What follows belongs to an exercise in optimizing a design on an open flow for small area, a short achievable clock period and few clock cycles per item; a production flow would make more cautious choices.
Only simulation tests tie the RTL to the original design; equivalence was not proved.
Power and IR drop assume default switching activity.

===== flow/constraint.sdc =====
create_clock -name core_clock -period 5.0 [get_ports {clk}]
set_input_delay 1.0000 -clock core_clock [delete_from_list [all_inputs] [get_ports {clk}]]
set_output_delay 1.0000 -clock core_clock [all_outputs]
set_load 0.01 [all_outputs]

===== flow/config.mk =====
export PLATFORM = sky130hd
export DESIGN_NAME = huffman
export DESIGN_NICKNAME = huffman
export VERILOG_FILES = /design/flow/design.v
export SDC_FILE = /design/flow/constraint.sdc
export NUM_CORES = 4
export LEC_CHECK = 0
export CAP_MARGIN = 20
export CORE_MARGIN = 2
export CORE_UTILIZATION = 40
export SLEW_MARGIN = 20

===== flow/run.sh =====
#!/bin/bash
# synth_recipe.tcl (not shown) runs the flow's synth.tcl, then flattens the netlist and writes it again
# the make line also repeats each setting of config.mk as NAME=value (left out here)
make -C /OpenROAD-flow-scripts/flow DESIGN_CONFIG=/design/flow/config.mk WORK_HOME=/design/flow/orfs CLKGATE_MAP_FILE= SYNTH_SCRIPT=/design/flow/synth_recipe.tcl finish

===== flow/design.v =====
module huffman(clk, reset, gray_valid, gray_data, CNT_valid, CNT1, CNT2, CNT3, CNT4, CNT5, CNT6,
    code_valid, HC1, HC2, HC3, HC4, HC5, HC6, M1, M2, M3, M4, M5, M6 );
input clk;
input reset;
input gray_valid;
input [7:0] gray_data;
output reg CNT_valid;
output reg [7:0] CNT1, CNT2, CNT3, CNT4, CNT5, CNT6;
output reg code_valid;
output reg [7:0] HC1, HC2, HC3, HC4, HC5, HC6;
output reg [7:0] M1, M2, M3, M4, M5, M6;
	reg[2:0] HC_length[0:5] ;  
	reg[5:0] symbol[0:5] ;  
	reg[7:0] symbol_value[0:5] ;  
	reg[5:0] C1_symbol[0:4] ;  
	reg[5:0] C2_symbol[0:3] ;
	reg[5:0] C3_symbol[0:2] ;
	reg[5:0] C4_symbol[0:1] ;
	reg[7:0] C1[0:4] ;
	reg[7:0] C2[0:3] ;
	reg[7:0] C3[0:2] ;
	reg[7:0] C4[0:1] ;
	reg C1_sort ;  
	reg C2_sort ;
	reg C3_sort ;
	reg C4_sort ;
	reg[3:0] state ;
	reg[2:0] sort_stage ;
	always@( posedge clk or posedge reset )begin
		if( reset ) begin
			HC_length[0] <= 0 ;
			HC_length[1] <= 0 ;
			HC_length[2] <= 0 ;
			HC_length[3] <= 0 ;
			HC_length[4] <= 0 ;
			HC_length[5] <= 0 ;
			C1_symbol[0] <= 0 ;
			C1_symbol[1] <= 0 ;
			C1_symbol[2] <= 0 ;
			C1_symbol[3] <= 0 ;
			C1_symbol[4] <= 0 ;
			C2_symbol[0] <= 0 ;
			C2_symbol[1] <= 0 ;
			C2_symbol[2] <= 0 ;
			C2_symbol[3] <= 0 ;
			C3_symbol[0] <= 0 ;
			C3_symbol[1] <= 0 ;
			C3_symbol[2] <= 0 ;
			C4_symbol[0] <= 0 ;
			C4_symbol[1] <= 0 ;
			C1_sort <= 0 ;
			C2_sort <= 0 ;
			C3_sort <= 0 ;
			C4_sort <= 0 ;
			C1[0] <= 0 ;
			C1[1] <= 0 ;
			C1[2] <= 0 ;
			C1[3] <= 0 ;
			C1[4] <= 0 ;
			C2[0] <= 0 ;
			C2[1] <= 0 ;
			C2[2] <= 0 ;
			C2[3] <= 0 ;
			C3[0] <= 0 ;
			C3[1] <= 0 ;
			C3[2] <= 0 ;
			C4[0] <= 0 ;
			C4[1] <= 0 ;
			symbol_value[0] <= 0 ;
			symbol_value[1] <= 0 ;
			symbol_value[2] <= 0 ;
			symbol_value[3] <= 0 ;
			symbol_value[4] <= 0 ;
			symbol_value[5] <= 0 ;
			symbol[0] <= 6'b000001 ;  
			symbol[1] <= 6'b000010 ;  
			symbol[2] <= 6'b000100 ;  
			symbol[3] <= 6'b001000 ;  
			symbol[4] <= 6'b010000 ;  
			symbol[5] <= 6'b100000 ;  
			sort_stage <= 0 ;
			state <= 0 ;
			CNT_valid <= 0 ;
			CNT1 <= 0 ;
			CNT2 <= 0 ;
			CNT3 <= 0 ;
			CNT4 <= 0 ;
			CNT5 <= 0 ;
			CNT6 <= 0 ;
			code_valid <= 0 ;
			HC1 <= 0 ;
			HC2 <= 0 ;
			HC3 <= 0 ;
			HC4 <= 0 ;
			HC5 <= 0 ;
			HC6 <= 0 ;
			M1 <= 0 ;
			M2 <= 0 ;
			M3 <= 0 ;
			M4 <= 0 ;
			M5 <= 0 ;
			M6 <= 0 ;
		end
		else begin
			if( gray_valid )begin
				if( gray_data == 1 ) begin
					CNT1 <= CNT1 + 1 ;
					symbol_value[0] <= symbol_value[0] + 1 ;
				end
				if( gray_data == 2 ) begin
					CNT2 <= CNT2 + 1 ;
					symbol_value[1] <= symbol_value[1] + 1 ;
				end
				if( gray_data == 3 ) begin
					CNT3 <= CNT3 + 1 ;
					symbol_value[2] <= symbol_value[2] + 1 ;
				end
				if( gray_data == 4 ) begin
					CNT4 <= CNT4 + 1 ;
					symbol_value[3] <= symbol_value[3] + 1 ;
				end
				if( gray_data == 5 ) begin
					CNT5 <= CNT5 + 1 ;
					symbol_value[4] <= symbol_value[4] + 1 ;
				end
				if( gray_data == 6 ) begin
					CNT6 <= CNT6 + 1 ;
					symbol_value[5] <= symbol_value[5] + 1 ;
				end
			end
			else if ( state == 0 )begin
				if( sort_stage == 0 || sort_stage == 2 || sort_stage == 4 || sort_stage == 6 ) begin
					if( symbol_value[0] < symbol_value[1] ) begin
						symbol[0] <= symbol[1] ;
						symbol[1] <= symbol[0] ;
						symbol_value[0] <= symbol_value[1] ;
						symbol_value[1] <= symbol_value[0] ;
					end
					if( symbol_value[2] < symbol_value[3] ) begin
						symbol[2] <= symbol[3] ;
						symbol[3] <= symbol[2] ;
						symbol_value[2] <= symbol_value[3] ;
						symbol_value[3] <= symbol_value[2] ;
					end
					if( symbol_value[4] < symbol_value[5] ) begin
						symbol[4] <= symbol[5] ;
						symbol[5] <= symbol[4] ;
						symbol_value[4] <= symbol_value[5] ;
						symbol_value[5] <= symbol_value[4] ;
					end
				end
				else if( sort_stage == 1 || sort_stage == 3 || sort_stage == 5 || sort_stage == 7 ) begin
					if( symbol_value[1] < symbol_value[2] ) begin
						symbol[1] <= symbol[2] ;
						symbol[2] <= symbol[1] ;
						symbol_value[1] <= symbol_value[2] ;
						symbol_value[2] <= symbol_value[1] ;
					end
					if( symbol_value[3] < symbol_value[4] ) begin
						symbol[3] <= symbol[4] ;
						symbol[4] <= symbol[3] ;
						symbol_value[3] <= symbol_value[4] ;
						symbol_value[4] <= symbol_value[3] ;
					end
				end
				sort_stage <= sort_stage + 1 ;
				if ( sort_stage == 7 ) begin
					CNT_valid <= 1 ;
					state <= 1 ;
					sort_stage <= 0 ;
				end
			end  
			else if( state == 1 ) begin
				CNT_valid <= 0 ;
				if( !C1_sort ) begin
					if( symbol[5][0] == 1 ) begin
						HC1 <= 8'b00000001 ;
						M1 <= 8'b00000001 ;
						HC_length[0] <= HC_length[0] + 1 ;
					end
					if( symbol[5][1] == 1 ) begin
						HC2 <= 8'b00000001 ;
						M2 <= 8'b00000001 ;
						HC_length[1] <= HC_length[1] + 1 ;
					end
					if( symbol[5][2] == 1 ) begin
						HC3 <= 8'b00000001 ;
						M3 <= 8'b00000001 ;
						HC_length[2] <= HC_length[2] + 1 ;
					end
					if( symbol[5][3] == 1 ) begin
						HC4 <= 8'b00000001 ;
						M4 <= 8'b00000001 ;
						HC_length[3] <= HC_length[3] + 1 ;
					end
					if( symbol[5][4] == 1 ) begin
						HC5 <= 8'b00000001 ;
						M5 <= 8'b00000001 ;
						HC_length[4] <= HC_length[4] + 1 ;
					end
					if( symbol[5][5] == 1 ) begin
						HC6 <= 8'b00000001 ;
						M6 <= 8'b00000001 ;
						HC_length[5] <= HC_length[5] + 1 ;
					end
					if( symbol[4][0] == 1 ) begin
						HC1 <= 8'b00000000 ;
						M1 <= 8'b00000001 ;
						HC_length[0] <= HC_length[0] + 1 ;
					end
					if( symbol[4][1] == 1 ) begin
						HC2 <= 8'b00000000 ;
						M2 <= 8'b00000001 ;
						HC_length[1] <= HC_length[1] + 1 ;
					end
					if( symbol[4][2] == 1 ) begin
						HC3 <= 8'b00000000 ;
						M3 <= 8'b00000001 ;
						HC_length[2] <= HC_length[2] + 1 ;
					end
					if( symbol[4][3] == 1 ) begin
						HC4 <= 8'b00000000 ;
						M4 <= 8'b00000001 ;
						HC_length[3] <= HC_length[3] + 1 ;
					end
					if( symbol[4][4] == 1 ) begin
						HC5 <= 8'b00000000 ;
						M5 <= 8'b00000001 ;
						HC_length[4] <= HC_length[4] + 1 ;
					end
					if( symbol[4][5] == 1 ) begin
						HC6 <= 8'b00000000 ;
						M6 <= 8'b00000001 ;
						HC_length[5] <= HC_length[5] + 1 ;
					end
					C1_symbol[4] <= symbol[4] | symbol[5] ;
					C1_symbol[3] <= symbol[3] ;
					C1_symbol[2] <= symbol[2] ;
					C1_symbol[1] <= symbol[1] ;
					C1_symbol[0] <= symbol[0] ;
					C1[4] <= symbol_value[4] + symbol_value[5] ;
					C1[3] <= symbol_value[3] ;
					C1[2] <= symbol_value[2] ;
					C1[1] <= symbol_value[1] ;
					C1[0] <= symbol_value[0] ;
					C1_sort <= 1 ;
				end
				else if( C1_sort ) begin
					if( sort_stage == 0 ) begin
						if( C1[4] > C1[3]) begin
							C1[4] <= C1[3] ;
							C1[3] <= C1[4] ;
							C1_symbol[4] <= C1_symbol[3] ;
							C1_symbol[3] <= C1_symbol[4] ;
						end
						sort_stage <= sort_stage + 1 ;
					end
					if( sort_stage == 1 ) begin
						if( C1[3] > C1[2]) begin
							C1[3] <= C1[2] ;
							C1[2] <= C1[3] ;
							C1_symbol[2] <= C1_symbol[3] ;
							C1_symbol[3] <= C1_symbol[2] ;
						end
						sort_stage <= sort_stage + 1 ;
					end
					if( sort_stage == 2 ) begin
						if( C1[2] > C1[1]) begin
							C1[2] <= C1[1] ;
							C1[1] <= C1[2] ;
							C1_symbol[2] <= C1_symbol[1] ;
							C1_symbol[1] <= C1_symbol[2] ;
						end
						sort_stage <= sort_stage + 1 ;
					end
					if( sort_stage == 3 ) begin
						if( C1[1] > C1[0]) begin
							C1[1] <= C1[0] ;
							C1[0] <= C1[1] ;
							C1_symbol[0] <= C1_symbol[1] ;
							C1_symbol[1] <= C1_symbol[0] ;
						end
						sort_stage <= 0 ;
						state <= 2 ;
					end
				end  
			end  
			else if( state == 2 ) begin
				if( !C2_sort ) begin
					if( C1_symbol[4][0] == 1 ) begin
						HC1[HC_length[0]] <= 1 ;
						M1 <= ( M1 << 1 ) | 8'b00000001 ;
						HC_length[0] <= HC_length[0] + 1 ;
					end
					if( C1_symbol[4][1] == 1 ) begin
						HC2[HC_length[1]] <= 1 ;
						M2 <= ( M2 << 1 ) | 8'b00000001 ;
						HC_length[1] <= HC_length[1] + 1 ;
					end
					if( C1_symbol[4][2] == 1 ) begin
						HC3[HC_length[2]] <= 1 ;
						M3 <= ( M3 << 1 ) | 8'b00000001 ;
						HC_length[2] <= HC_length[2] + 1 ;
					end
					if( C1_symbol[4][3] == 1 ) begin
						HC4[HC_length[3]] <= 1 ;
						M4 <= ( M4 << 1 ) | 8'b00000001 ;
						HC_length[3] <= HC_length[3] + 1 ;
					end
					if( C1_symbol[4][4] == 1 ) begin
						HC5[HC_length[4]] <= 1 ;
						M5 <= ( M5 << 1 ) | 8'b00000001 ;
						HC_length[4] <= HC_length[4] + 1 ;
					end
					if( C1_symbol[4][5] == 1 ) begin
						HC6[HC_length[5]] <= 1 ;
						M6 <= ( M6 << 1 ) | 8'b00000001 ;
						HC_length[5] <= HC_length[5] + 1 ;
					end
					if( C1_symbol[3][0] == 1 ) begin
						HC1[HC_length[0]] <= 0 ;
						M1 <= ( M1 << 1 ) | 8'b00000001 ;
						HC_length[0] <= HC_length[0] + 1 ;
					end
					if( C1_symbol[3][1] == 1 ) begin
						HC2[HC_length[1]] <= 0 ;
						M2 <= ( M2 << 1 ) | 8'b00000001 ;
						HC_length[1] <= HC_length[1] + 1 ;
					end
					if( C1_symbol[3][2] == 1 ) begin
						HC3[HC_length[2]] <= 0 ;
						M3 <= ( M3 << 1 ) | 8'b00000001 ;
						HC_length[2] <= HC_length[2] + 1 ;
					end
					if( C1_symbol[3][3] == 1 ) begin
						HC4[HC_length[3]] <= 0 ;
						M4 <= ( M4 << 1 ) | 8'b00000001 ;
						HC_length[3] <= HC_length[3] + 1 ;
					end
					if( C1_symbol[3][4] == 1 ) begin
						HC5[HC_length[4]] <= 0 ;
						M5 <= ( M5 << 1 ) | 8'b00000001 ;
						HC_length[4] <= HC_length[4] + 1 ;
					end
					if( C1_symbol[3][5] == 1 ) begin
						HC6[HC_length[5]] <= 0 ;
						M6 <= ( M6 << 1 ) | 8'b00000001 ;
						HC_length[5] <= HC_length[5] + 1 ;
					end
					C2_symbol[3] <= C1_symbol[3] | C1_symbol[4] ;
					C2_symbol[2] <= C1_symbol[2] ;
					C2_symbol[1] <= C1_symbol[1] ;
					C2_symbol[0] <= C1_symbol[0] ;
					C2[3] <= C1[3] + C1[4] ;
					C2[2] <= C1[2] ;
					C2[1] <= C1[1] ;
					C2[0] <= C1[0] ;
					C2_sort <= 1 ;
				end
				else if( C2_sort ) begin
					if( sort_stage == 0 ) begin
						if( C2[3] > C2[2]) begin
							C2[3] <= C2[2] ;
							C2[2] <= C2[3] ;
							C2_symbol[3] <= C2_symbol[2] ;
							C2_symbol[2] <= C2_symbol[3] ;
						end
						sort_stage <= sort_stage + 1 ;
					end
					if( sort_stage == 1 ) begin
						if( C2[2] > C2[1]) begin
							C2[2] <= C2[1] ;
							C2[1] <= C2[2] ;
							C2_symbol[1] <= C2_symbol[2] ;
							C2_symbol[2] <= C2_symbol[1] ;
						end
						sort_stage <= sort_stage + 1 ;
					end
					if( sort_stage == 2 ) begin
						if( C2[1] > C2[0]) begin
							C2[1] <= C2[0] ;
							C2[0] <= C2[1] ;
							C2_symbol[1] <= C2_symbol[0] ;
							C2_symbol[0] <= C2_symbol[1] ;
						end
						sort_stage <= 0 ;
						state <= 3 ;
					end
				end  
			end  
			else if( state == 3 ) begin
				if( !C3_sort )begin
					if( C2_symbol[2][0] == 1 ) begin
						HC1[HC_length[0]] <= 0 ;
						M1 <= ( M1 << 1 ) | 8'b00000001 ;
						HC_length[0] <= HC_length[0] + 1 ;
					end
					if( C2_symbol[2][1] == 1 ) begin
						HC2[HC_length[1]] <=  0 ;
						M2 <= ( M2 << 1 ) | 8'b00000001 ;
						HC_length[1] <= HC_length[1] + 1 ;
					end
					if( C2_symbol[2][2] == 1 ) begin
						HC3[HC_length[2]] <=  0 ;
						M3 <= ( M3 << 1 ) | 8'b00000001 ;
						HC_length[2] <= HC_length[2] + 1 ;
					end
					if( C2_symbol[2][3] == 1 ) begin
						HC4[HC_length[3]] <=  0 ;
						M4 <= ( M4 << 1 ) | 8'b00000001 ;
						HC_length[3] <= HC_length[3] + 1 ;
					end
					if( C2_symbol[2][4] == 1 ) begin
						HC5[HC_length[4]] <=  0 ;
						M5 <= ( M5 << 1 ) | 8'b00000001 ;
						HC_length[4] <= HC_length[4] + 1 ;
					end
					if( C2_symbol[2][5] == 1 ) begin
						HC6[HC_length[5]] <=  0 ;
						M6 <= ( M6 << 1 ) | 8'b00000001 ;
						HC_length[5] <= HC_length[5] + 1 ;
					end
					if( C2_symbol[3][0] == 1 ) begin
						HC1[HC_length[0]] <= 1 ;
						M1 <= ( M1 << 1 ) | 8'b00000001 ;
						HC_length[0] <= HC_length[0] + 1 ;
					end
					if( C2_symbol[3][1] == 1 ) begin
						HC2[HC_length[1]] <= 1 ;
						M2 <= ( M2 << 1 ) | 8'b00000001 ;
						HC_length[1] <= HC_length[1] + 1 ;
					end
					if( C2_symbol[3][2] == 1 ) begin
						HC3[HC_length[2]] <= 1 ;
						M3 <= ( M3 << 1 ) | 8'b00000001 ;
						HC_length[2] <= HC_length[2] + 1 ;
					end
					if( C2_symbol[3][3] == 1 ) begin
						HC4[HC_length[3]] <= 1 ;
						M4 <= ( M4 << 1 ) | 8'b00000001 ;
						HC_length[3] <= HC_length[3] + 1 ;
					end
					if( C2_symbol[3][4] == 1 ) begin
						HC5[HC_length[4]] <= 1 ;
						M5 <= ( M5 << 1 ) | 8'b00000001 ;
						HC_length[4] <= HC_length[4] + 1 ;
					end
					if( C2_symbol[3][5] == 1 ) begin
						HC6[HC_length[5]] <= 1 ;
						M6 <= ( M6 << 1 ) | 8'b00000001 ;
						HC_length[5] <= HC_length[5] + 1 ;
					end
					C3_symbol[2] <= C2_symbol[2] | C2_symbol[3] ;
					C3_symbol[1] <= C2_symbol[1] ;
					C3_symbol[0] <= C2_symbol[0] ;
					C3[2] <= C2[2] + C2[3] ;
					C3[1] <= C2[1] ;
					C3[0] <= C2[0] ;
					C3_sort <= 1 ;
				end
				else if( C3_sort ) begin
					if( sort_stage == 0 ) begin
						if( C3[2] > C3[1]) begin
							C3_symbol[1] <= C3_symbol[2] ;
							C3_symbol[2] <= C3_symbol[1] ;
							C3[2] <= C3[1] ;
							C3[1] <= C3[2] ;
						end
						sort_stage <= sort_stage + 1 ;
					end
					if( sort_stage == 1 ) begin
						if( C3[1] > C3[0]) begin
							C3_symbol[1] <= C3_symbol[0] ;
							C3_symbol[0] <= C3_symbol[1] ;
							C3[1] <= C3[0] ;
							C3[0] <= C3[1] ;
						end
						sort_stage <= 0 ;
						state <= 4 ;
					end
				end  
			end  
			else if( state == 4 ) begin
				if( !C4_sort )begin
					if( C3_symbol[2][0] == 1 ) begin
						HC1[HC_length[0]] <=   1 ;
						M1 <= ( M1 << 1 ) | 8'b00000001 ;
						HC_length[0] <= HC_length[0] + 1 ;
					end
					if( C3_symbol[2][1] == 1 ) begin
						HC2[HC_length[1]] <=    1 ;
						M2 <= ( M2 << 1 ) | 8'b00000001 ;
						HC_length[1] <= HC_length[1] + 1 ;
					end
					if( C3_symbol[2][2] == 1 ) begin
						HC3[HC_length[2]] <=   1 ;
						M3 <= ( M3 << 1 ) | 8'b00000001 ;
						HC_length[2] <= HC_length[2] + 1 ;
					end
					if( C3_symbol[2][3] == 1 ) begin
						HC4[HC_length[3]] <=   1 ;
						M4 <= ( M4 << 1 ) | 8'b00000001 ;
						HC_length[3] <= HC_length[3] + 1 ;
					end
					if( C3_symbol[2][4] == 1 ) begin
						HC5[HC_length[4]] <=   1 ;
						M5 <= ( M5 << 1 ) | 8'b00000001 ;
                        HC_length[4] <= HC_length[4] + 1 ;
					end
					if( C3_symbol[2][5] == 1 ) begin
						HC6[HC_length[5]] <=   1 ;
						M6 <= ( M6 << 1 ) | 8'b00000001 ;
						HC_length[5] <= HC_length[5] + 1 ;
					end
					if( C3_symbol[1][0] == 1 ) begin
						HC1[HC_length[0]] <= 0 ;
						M1 <= ( M1 << 1 ) | 8'b00000001 ;
						HC_length[0] <= HC_length[0] + 1 ;
					end
					if( C3_symbol[1][1] == 1 ) begin
						HC2[HC_length[1]] <= 0 ;
						M2 <= ( M2 << 1 ) | 8'b00000001 ;
						HC_length[1] <= HC_length[1] + 1 ;
					end
					if( C3_symbol[1][2] == 1 ) begin
						HC3[HC_length[2]] <= 0 ;
						M3 <= ( M3 << 1 ) | 8'b00000001 ;
						HC_length[2] <= HC_length[2] + 1 ;
					end
					if( C3_symbol[1][3] == 1 ) begin
						HC4[HC_length[3]] <= 0 ;
						M4 <= ( M4 << 1 ) | 8'b00000001 ;
						HC_length[3] <= HC_length[3] + 1 ;
					end
					if( C3_symbol[1][4] == 1 ) begin
						HC5[HC_length[4]] <= 0 ;
						M5 <= ( M5 << 1 ) | 8'b00000001 ;
						HC_length[4] <= HC_length[4] + 1 ;
					end
					if( C3_symbol[1][5] == 1 ) begin
						HC6[HC_length[5]] <= 0 ;
						M6 <= ( M6 << 1 ) | 8'b00000001 ;
						HC_length[5] <= HC_length[5] + 1 ;
					end
					C4_symbol[1] <= C3_symbol[1] | C3_symbol[2] ;
					C4_symbol[0] <= C3_symbol[0] ;
					C4[1] <= C3[1] + C3[2];
					C4[0] <= C3[0] ;
					C4_sort <= 1 ;
				end
				else if( C4_sort ) begin
					if( sort_stage == 0 ) begin
						if( C4[1] > C4[0]) begin
							C4_symbol[1] <= C4_symbol[0] ;
							C4_symbol[0] <= C4_symbol[1] ;
							C4[1] <= C4[0] ;
							C4[0] <= C4[1] ;
						end
						sort_stage <= 0 ;
						state <= 5 ;
					end
				end  
			end  
			else if ( state == 5 )begin
					if( C4_symbol[0][0] == 1 ) begin
						HC1[HC_length[0]] <=  0 ;
						M1 <= ( M1 << 1 ) | 8'b00000001 ;
						HC_length[0] <= HC_length[0] + 1 ;
					end
					if( C4_symbol[0][1] == 1 ) begin
						HC2[HC_length[1]] <=  0 ;
						M2 <= ( M2 << 1 ) | 8'b00000001 ;
						HC_length[1] <= HC_length[1] + 1 ;
					end
					if( C4_symbol[0][2] == 1 ) begin
						HC3[HC_length[2]] <=  0 ;
						M3 <= ( M3 << 1 ) | 8'b00000001 ;
						HC_length[2] <= HC_length[2] + 1 ;
					end
					if( C4_symbol[0][3] == 1 ) begin
						HC4[HC_length[3]] <=  0 ;
						M4 <= ( M4 << 1 ) | 8'b00000001 ;
						HC_length[3] <= HC_length[3] + 1 ;
					end
					if( C4_symbol[0][4] == 1 ) begin
						HC5[HC_length[4]] <=  0 ;
						M5 <= ( M5 << 1 ) | 8'b00000001 ;
						HC_length[4] <= HC_length[4] + 1 ;
					end
					if( C4_symbol[0][5] == 1 ) begin
						HC6[HC_length[5]] <=  0 ;
						M6 <= ( M6 << 1 ) | 8'b00000001 ;
						HC_length[5] <= HC_length[5] + 1 ;
					end
					if( C4_symbol[1][0] == 1 ) begin
						HC1[HC_length[0]] <=  1 ;
						M1 <= ( M1 << 1 ) | 8'b00000001 ;
						HC_length[0] <= HC_length[0] + 1 ;
					end
					if( C4_symbol[1][1] == 1 ) begin
						HC2[HC_length[1]] <=  1 ;
						M2 <= ( M2 << 1 ) | 8'b00000001 ;
						HC_length[1] <= HC_length[1] + 1 ;
					end
					if( C4_symbol[1][2] == 1 ) begin
						HC3[HC_length[2]] <=  1 ;
						M3 <= ( M3 << 1 ) | 8'b00000001 ;
						HC_length[2] <= HC_length[2] + 1 ;
					end
					if( C4_symbol[1][3] == 1 ) begin
						HC4[HC_length[3]] <=  1 ;
						M4 <= ( M4 << 1 ) | 8'b00000001 ;
						HC_length[3] <= HC_length[3] + 1 ;
					end
					if( C4_symbol[1][4] == 1 ) begin
						HC5[HC_length[4]] <=  1 ;
						M5 <= ( M5 << 1 ) | 8'b00000001 ;
						HC_length[4] <= HC_length[4] + 1 ;
					end
					if( C4_symbol[1][5] == 1 ) begin
						HC6[HC_length[5]] <=  1 ;
						M6 <= ( M6 << 1 ) | 8'b00000001 ;
						HC_length[5] <= HC_length[5] + 1 ;
					end
					code_valid <= 1 ;
					state <= 6 ;
			end
		end
	end
endmodule

==> run summary <==
worst max-delay path: stages, from the launching register on:
cell,delay (ns)
dfrtp_1,1.11
nor2_1,0.22
xnor2_1,0.78
o32a_1,0.24
nand4b_1,0.68
mux2_2,0.54
synth_stat cells, types with 39 or more instances:
cell type | count | area (µm²)
mux2i_1 | 39 | 390
dfrtp_1 | 448 | 11200
nor2_1 | 185 | 694
ha_1 | 189 | 2360
nand4_1 | 41 | 257
a31oi_1 | 82 | 513
inv_1 | 231 | 867
nor3_1 | 121 | 606
xnor2_1 | 67 | 587
o21ai_0 | 467 | 2340
nand2_1 | 349 | 1310
nor2b_1 | 41 | 257
clkbuf_1 | 200 | 751
mux2_2 | 44 | 495
a21oi_1 | 273 | 1370
o22ai_1 | 52 | 325
nand2b_1 | 55 | 344
and3_1 | 49 | 307
nand3_1 | 109 | 546
o211ai_1 | 48 | 360
a211oi_1 | 97 | 728
area by class of cell:
cell class | instances | area [µm²] | share of cell area, %
multi-input cells | 2783 | 18000 | 50.5
flip-flops and latches | 454 | 11400 | 32.0
repair buffers | 231 | 2200 | 6.18
clock buffers | 69 | 1520 | 4.26
well taps | 1040 | 1300 | 3.66
inverters | 234 | 882 | 2.48
clock inverters | 30 | 325 | 0.915
diodes | 2 | 5.00 | 0.0141
state kept, by name (all words and copies together) (netlist names), 12 cells and up:
name,count
HC_length,18
C4,16
C1,40
C1_symbol,30
C3_symbol,18
C4_symbol,12
C2_symbol,24
C2,32
symbol,36
C3,24
symbol_value,48
logic make-up after synthesis:
logic type      count (synthesis)  synth area share, %
mux                            84                 2.89
xor+xnor                       89                 2.50
simple gates                 1072                 16.9
fa+ha+maj                     193                 7.84
flops                         454                 36.5
buf+inv                       495                 6.21
compound gates               1345                 27.2
power groups by stage:
stage	Sequential, mW	Combinational [mW]	Clock [mW]
2_1_floorplan	3.82	0.308	0
3_3_place_gp	3.85	0.435	0
3_5_place_dp	3.85	0.441	0
4_1_cts	3.79	0.443	4.23
5_1_grt	3.79	0.501	4.38
6_report	3.79	0.439	4.16
worst paths after layout:
kind	startpoint	end	slack, ns	cells after the start
hold reg to reg	CNT3[7]	CNT3[7]	0.48	1
min in group asynchronous	reset	C4[0][1]	0.92	2
hold / removal	CNT3[7]	CNT3[7]	0.48	1
max in group asynchronous	reset	M1[6]	3.02	4
setup / recovery	state[1]	HC_length[3][1]	1.29	5
setup reg to reg	state[1]	HC_length[3][1]	1.29	5
layer usage:
| layer | vias to the layer above | global-route usage (%) | part of all wire (%) | routed length, µm |
|---|---|---|---|---|
| met5 | - | 0 | 0 | 0 |
| met4 | 0 | 6.47 | 2.1 | 2170 |
| met3 | 147 | 3.48 | 6.4 | 6540 |
| met2 | 1062 | 39.2 | 46 | 47100 |
| met1 | 14100 | 35.7 | 46 | 46800 |
| li1 | 13700 | - | - | - |
per-stage QoR:
step | total power, mW | setup slack [ns] | TNS, ns | cells
6_report | 8.39 | 1.29 | 0 | 4843
4_1_cts | 8.46 | 1.48 | 0 | 4841
3_3_place_gp | 4.29 | 1.16 | 0 | 4741
3_5_place_dp | 4.29 | 1.16 | 0 | 4742
2_1_floorplan | 4.13 | -2.14 | -959.61 | 3732
5_1_grt | 8.67 | 1.23 | 0 | 4841
==> reports/qor.yml <==
floorplanning:
  start_util_pct: 40.3
  core_um2: 77300
  rows: 102
  dieHeight_um: 283
  die_x_um: 283
  die_area_um2: 80200
  ios: 157
pwr:
  p_leak_nw: 15.1
  power_density_nw_per_um2: 236
  switching_share_pct: 25.2
  pwr-share-clk_pct: 49.6
  p_int_mw: 6.28
  comb_power_share_pct: 5.2
  seqPwrFrac_pct: 45.2
  p_switching_mw: 2.11
  vdd_ir_drop_max_mv: 0.246
yosys:
  synthArstFlopShare_pct: 100
  syn_area_um2: 31200
  synth_ff_type: "dfrtp_1"
  synth_edf_count: 0
  syn-num-nets: 3936
  syn_inst: 3732
  seq_area_frac_synth_pct: 36.5
  syn_avg_cell_area_um2: 8.36
  ys_ff_latch: 454
  ys_types: 95
  yosysWarnings: 12
clocking:
  clk_latency_ns: 0.63
  cts_tree: "yes"
  clock_tree.buffer_depth: 3
  cts_sinks: 454
  cts_hold_buf: 0
  htreeDepth: 2
  clkTransAtPathRegs_ns: 0.07
  cts_root_buf: "clkbuf_16"
  post_cts_buffers: 0
  cts_buffers: 53
  cts_resized: 0
layout:
  final_util_pct: 46.0
  finalNetCount: 3961
  synthToLayoutAreaGrowth_pct: 14.1
  drive_gt1_share_pct: 8.02
  layout_commonest_cell: "o21ai_0"
  final_cell_mix: "o21ai_0 (466), dfrtp_1 (447), nand2_1 (347), a21oi_1 (273), inv_1 (230)"
  final_area_um2: 35600
  nFillCells: 7685
route:
  via_per_inst: 5.99
  vias: 29000
  drt.antenna.violating_nets: 0
  first_pass_iters: 6
  drt_wl_total_um: 103000
  drc_errors: 0
  drt_iter0_markers: 2788
  routedWlPerCell_um: 21.2
run:
  maxCapViolations: 0
place:
  post_dp_cell_area_um2: 33700
  place_hpwl_um: 72900
  io_buffers: 156
  place_congestion: 0.895
critical_path:
  path_max_fanout: 30
  cp-start-kind: "register"
  required_ns: 5.51
  cp_data_arrival_time_ns: 4.22
  critPathCaptureType: "register"
  path_class: "reg2reg"
sta:
  maxSlewHeadroom_pct: 21.7
  hold-worst-slack_ns: 0.476
  period_needed_ns: 3.71
  drv_slew: 0
  finalSetupViolCount: 0
  period_share_pct: 74.2
  rsz0062_at_grt: "no"
  max_freq_ghz: 0.269
  hold_viol: 0
  tightestPinTransition_ns: 1.17
  clock_skew_ns: 0.0229
global_route:
  grt_pass1_wl_um: 162000
  grt_max_degree: 89
  overflow: 0
  antenna_found_initial: 1
  grt_pass1_vias: 27400
  grt_usage_pct: 24.9
status:
  status: "finished clean"
hold_path:
  hp-class: "reg2reg"
Testbench counts, summed over its fixed seeds: cycles 11,904, items 96.

## afterwards: timing with drivers on the ports
The flow's constraints put no driver on any port. The routed layout listed below was extracted and timed again, unchanged, in two steps.
Step 1 sets driving cells, clkbuf_16 on the clock port and buf_2 on the other inputs (assumed; they add their load-dependent delay and slew).
Step 2 adds t to the input delays and takes it off the output delays; t is the mean of the earliest and latest rising clock arrival at the registers after step 1. Input paths then give back, and output paths get back, about the clock's delay inside the block.
a / b / c = no drivers / after step 1 / after step 2; a / b = the first two.
t, ns: 0.687
setup slack, ns: 1.289 / 1.289 / 1.149
worst setup path at the end: input to register
worst register clock-pin slew, ns: 0.07 / 0.07
After both steps setup and hold are still met in this run. The setup slack of this run moves by 0.000 ns with the drivers and by -0.140 ns with both steps.
